From an optimization exercise on the open Yosys and OpenROAD flow, aimed at small area; shortcuts taken in it are not production practice.
Only simulation tests tie the RTL to the original design; equivalence was not proved.
Power figures rest on the tool's default switching activity, not on a simulated workload.

==> yarrow: inputs <==
Design y_huff, start of the top module:
module y_huff(clk, rst, enable, Y11, Y12, Y13, Y14, Y15, Y16, Y17, Y18, Y21, Y22, Y23, Y24, Y25, Y26, Y27, Y28, Y31, Y32
, Y33, Y34, Y35, Y36, Y37, Y38, Y41, Y42, Y43, Y44, Y45, Y46, Y47, Y48, Y51, Y52, Y53, Y54, Y55, Y56, Y57
, Y58, Y61, Y62, Y63, Y64, Y65, Y66, Y67, Y68, Y71, Y72, Y73, Y74, Y75, Y76, Y77, Y78, Y81, Y82, Y83, Y84
, Y85, Y86, Y87, Y88, JPEG_bitstream, data_ready, output_reg_count, end_of_block_output, end_of_block_empty);
Settings: LEC_CHECK=0, ABC_AREA=1, CAP_MARGIN=20, CORE_MARGIN=2, CORE_UTILIZATION=78, SLEW_MARGIN=20; clock period 10.0 ns.
standard.sh (not shown) runs the stock make flow with config.mk's settings and CLKGATE_MAP_FILE= SYNTH_SCRIPT=/design/flow/synth_recipe.tcl, a recipe that flattens the netlist after the stock synthesis.
==> flow/flow/run.sh <==
#!/bin/bash
# Own layout flow: the standard flow (standard.sh, unchanged synthesis,
# floorplan, power grid, placement and routing) with two knobs changed:
#  - port buffers are sky130_fd_sc_hd__buf_1 instead of the default pick,
#  - the clock tree is built from clkbuf_4 cells without dummy loads, with
#    sink clusters of up to 8 flip-flops within 40 um.
# The full make output goes to standard_flow.log in this folder; ORFS's
# per-step logs stay under orfs/logs/.
set -euo pipefail
bash standard.sh \
  "BUFFER_PORTS_ARGS=-buffer_cell sky130_fd_sc_hd__buf_1" \
  "CTS_ARGS=-sink_clustering_enable -repair_clock_nets -dont_use_dummy_load -buf_list sky130_fd_sc_hd__clkbuf_4 -sink_clustering_size 8 -sink_clustering_max_diameter 40 -sink_buffer_max_cap_derate 1.0" \
  finish > standard_flow.log 2>&1
==> cedar (differences from yarrow) <==
--- a/flow/config.mk
+++ b/flow/config.mk
@@ -9,4 +9,4 @@
 export CAP_MARGIN = 20
 export CORE_MARGIN = 2
-export CORE_UTILIZATION = 78
+export CORE_UTILIZATION = 55
 export SLEW_MARGIN = 20
==> pepper (differences from yarrow) <==
--- a/flow/config.mk
+++ b/flow/config.mk
@@ -9,4 +9,4 @@
 export CAP_MARGIN = 20
 export CORE_MARGIN = 2
-export CORE_UTILIZATION = 78
+export CORE_UTILIZATION = 68
 export SLEW_MARGIN = 20
==> garnet (differences from yarrow) <==
==> flow/flow/run.sh (replaced) <==
#!/bin/bash
# Own layout flow: the standard flow (standard.sh, unchanged synthesis,
# floorplan, power grid, placement and routing) with two knobs changed:
#  - port buffers are sky130_fd_sc_hd__buf_1 instead of the default pick,
#  - the clock tree is built from clkbuf_4 cells without dummy loads.
# The full make output goes to standard_flow.log in this folder; ORFS's
# per-step logs stay under orfs/logs/.
set -euo pipefail
bash standard.sh \
  "BUFFER_PORTS_ARGS=-buffer_cell sky130_fd_sc_hd__buf_1" \
  "CTS_ARGS=-sink_clustering_enable -repair_clock_nets -dont_use_dummy_load -buf_list sky130_fd_sc_hd__clkbuf_4" \
  finish > standard_flow.log 2>&1
--- a/flow/config.mk
+++ b/flow/config.mk
@@ -9,4 +9,4 @@
 export CAP_MARGIN = 20
 export CORE_MARGIN = 2
-export CORE_UTILIZATION = 78
+export CORE_UTILIZATION = 55
 export SLEW_MARGIN = 20
==> comparison table <==
PD cells: pepper 235.3 nW/um2; cedar 232.7 nW/um2; yarrow -; garnet 241.1 nW/um2
Routed length per placed instance: pepper 25.57 um; cedar 24.80 um; yarrow -; garnet 24.52 um
Global-route layer with the greatest usage: pepper met2; cedar met2; yarrow -; garnet met2
Int Power: pepper 5.424 mW; cedar 5.437 mW; yarrow -; garnet 5.766 mW
Setup clock skew after layout: pepper 113.0 ps; cedar 94.79 ps; yarrow -; garnet 109.8 ps
Critical Path RT: pepper 10860 ps; cedar 10790 ps; yarrow -; garnet 10910 ps
Register area: pepper 19130 um2; cedar 19130 um2; yarrow -; garnet 19130 um2
Starting density of the core: pepper 68.85%; cedar 55.48%; yarrow 78.96%; garnet 55.48%
Hold slack: pepper 269.7 ps; cedar 256.9 ps; yarrow -; garnet 242.9 ps
Outcome: pepper complete, no violations; cedar complete, no violations; yarrow stopped before the end; garnet complete, no violations
Failing step: pepper -; cedar -; yarrow I/O pin placement; garnet -
Least-Margin Pin Slew: pepper 1111 ps; cedar 1328 ps; yarrow -; garnet 1235 ps
Final count of pins violating max slew: pepper 0; cedar 0; yarrow -; garnet 0
TritonCTS Buffers: pepper 140; cedar 141; yarrow -; garnet 215
Die area: pepper 46480 um2; cedar 57250 um2; yarrow -; garnet 57250 um2
Sequential-cell power consumption: pepper 4.41 mW; cedar 4.39 mW; yarrow -; garnet 4.40 mW
RSZ-0062 raised after global routing: pepper false; cedar false; yarrow -; garnet false
Placeable core region: pepper 44220 um2; cedar 54880 um2; yarrow -; garnet 54880 um2
End point of the most critical hold path: pepper ch[97]; cedar ch[109]; yarrow -; garnet ch[71]
Commonest non-fill, non-tap cell in the layout: pepper sky130_fd_sc_hd__dfxtp_1; cedar sky130_fd_sc_hd__dfxtp_1; yarrow -; garnet sky130_fd_sc_hd__dfxtp_1
Logic depth of the worst register-to-register path: pepper 48; cedar 48; yarrow -; garnet 47
Number of cells on the critical path: pepper 48; cedar 48; yarrow -; garnet 47
Largest net degree at the start of global routing: pepper 219; cedar 235; yarrow -; garnet 235
CP Launch Point: pepper is_dc; cedar bc[0]; yarrow -; garnet bc[0]
Largest area class, layout: pepper sequential cells; cedar sequential cells; yarrow -; garnet sequential cells
PnR worst setup slack: pepper 938.5 ps; cedar 1484 ps; yarrow -; garnet 1482 ps

==> delta <==
Another version of the RTL of y_huff (not shown whole).
Design y_huff, start of the top module:
module y_huff(clk, rst, enable,
Y11, Y12, Y13, Y14, Y15, Y16, Y17, Y18, Y21, Y22, Y23, Y24, Y25, Y26, Y27, Y28,
Y31, Y32, Y33, Y34, Y35, Y36, Y37, Y38, Y41, Y42, Y43, Y44, Y45, Y46, Y47, Y48,
Y51, Y52, Y53, Y54, Y55, Y56, Y57, Y58, Y61, Y62, Y63, Y64, Y65, Y66, Y67, Y68,
Y71, Y72, Y73, Y74, Y75, Y76, Y77, Y78, Y81, Y82, Y83, Y84, Y85, Y86, Y87, Y88,
JPEG_bitstream, data_ready, output_reg_count, end_of_block_output,
 end_of_block_empty);
clock: 10.0 ns
lec_check: 0
cap_margin: 20
core_margin: 2
core_utilization: 40
slew_margin: 20
run.sh (not shown) runs the stock make flow with config.mk's settings and CLKGATE_MAP_FILE= SYNTH_SCRIPT=/design/flow/synth_recipe.tcl, a recipe that flattens the netlist after the stock synthesis.
Stock flow here: none of the scripts above is used.
==> amber: changes against delta <==
==> flow/flow/run.sh (new file) <==
#!/bin/bash
# Own layout flow: the standard flow (standard.sh, unchanged synthesis,
# floorplan, power grid, placement and routing) with two knobs changed:
#  - port buffers are sky130_fd_sc_hd__buf_1 instead of the default pick,
#  - the clock tree is built from clkbuf_4 cells without dummy loads.
# The full make output goes to standard_flow.log in this folder; ORFS's
# per-step logs stay under orfs/logs/.
set -euo pipefail
bash standard.sh \
  "BUFFER_PORTS_ARGS=-buffer_cell sky130_fd_sc_hd__buf_1" \
  "CTS_ARGS=-sink_clustering_enable -repair_clock_nets -dont_use_dummy_load -buf_list sky130_fd_sc_hd__clkbuf_4" \
  finish > standard_flow.log 2>&1
==> flow/standard.sh (new file) <==
#!/bin/bash
# synth_recipe.tcl (not shown) runs the flow's synth.tcl, then flattens the netlist and writes it again
# the make line also repeats each setting of config.mk as NAME=value (left out here)
make -C /OpenROAD-flow-scripts/flow DESIGN_CONFIG=/design/flow/config.mk WORK_HOME=/design/flow/orfs CLKGATE_MAP_FILE= SYNTH_SCRIPT=/design/flow/synth_recipe.tcl "${@:-finish}"
removed: flow/run.sh
==> notes.md <==
amber ran to the end with no violations. delta ran to the end with no violations.
Sequential power is about the same in amber and delta.
In amber the cell count is larger than in delta, by 1.0%.
Against delta, the global-route usage of amber is lower by 0.94 points.
In amber the clock power is smaller than in delta, by about 40%.
Against amber, the register-to-register slack of delta is lower by 90 ps.
Against delta, the hold slack of amber is lower by 51 ps.
==> figures <==
| metric | amber | delta |
|---|---|---|
| Global placement routability congestion | 0.9692 | 0.9800 |
| Seq power | 4.40 mW | 4.39 mW |
| Dpl cells | 5906 | 5905 |
| Routed length on met2 | 65.82 mm | 68.47 mm |
| Average routed wire per standard cell | 23.51 µm | 24.47 µm |
| Fillcell total | 9162 | 8386 |
| Result of the run | complete, no violations | complete, no violations |
| Part of the total power dissipated in combinational logic | 40.4% | 37.3% |
| Final WL | 145.1 mm | 149.5 mm |
| Layout cell share with drive strength beyond 1 | 8.869% | 7.700% |
| Power of the clock network | 2.37 mW | 3.84 mW |
| Final area over synthesized area | 1.1605x | 1.3382x |
| Clk Latency, worst-skew pair | 1110 ps | 680 ps |

separate check: timing with driven ports:
The flow's constraints put no driver on any port. The routed layouts listed below were extracted and timed again, unchanged, in two steps.
Step 1: set_driving_cell puts a clkbuf_16 on clk and a buf_2 on each other input, an assumption about the parent block.
Step 2, shift: input delay + t, output delay - t, t = (earliest + latest rising clock arrival at the registers) / 2. This alone moves slack from input paths to output paths.
Three values: no drivers, after step 1, after step 2; two values: the first two.
run	t, ns	slack for setup (ns)	worst slew at a driven data input, ns	pins driven straight from the clock port
cedar	1.039	1.484 / 1.484 / 1.484	0.21	1
pepper	1.046	0.939 / 0.939 / 0.939	0.22	1
garnet	1.096	1.482 / 1.482 / 1.482	0.22	1
delta	0.732	0.593 / 0.593 / 0.593	0.17	1
amber	1.117	0.682 / 0.682 / 0.682	0.16	1
After both steps setup and hold are still met in every run listed.
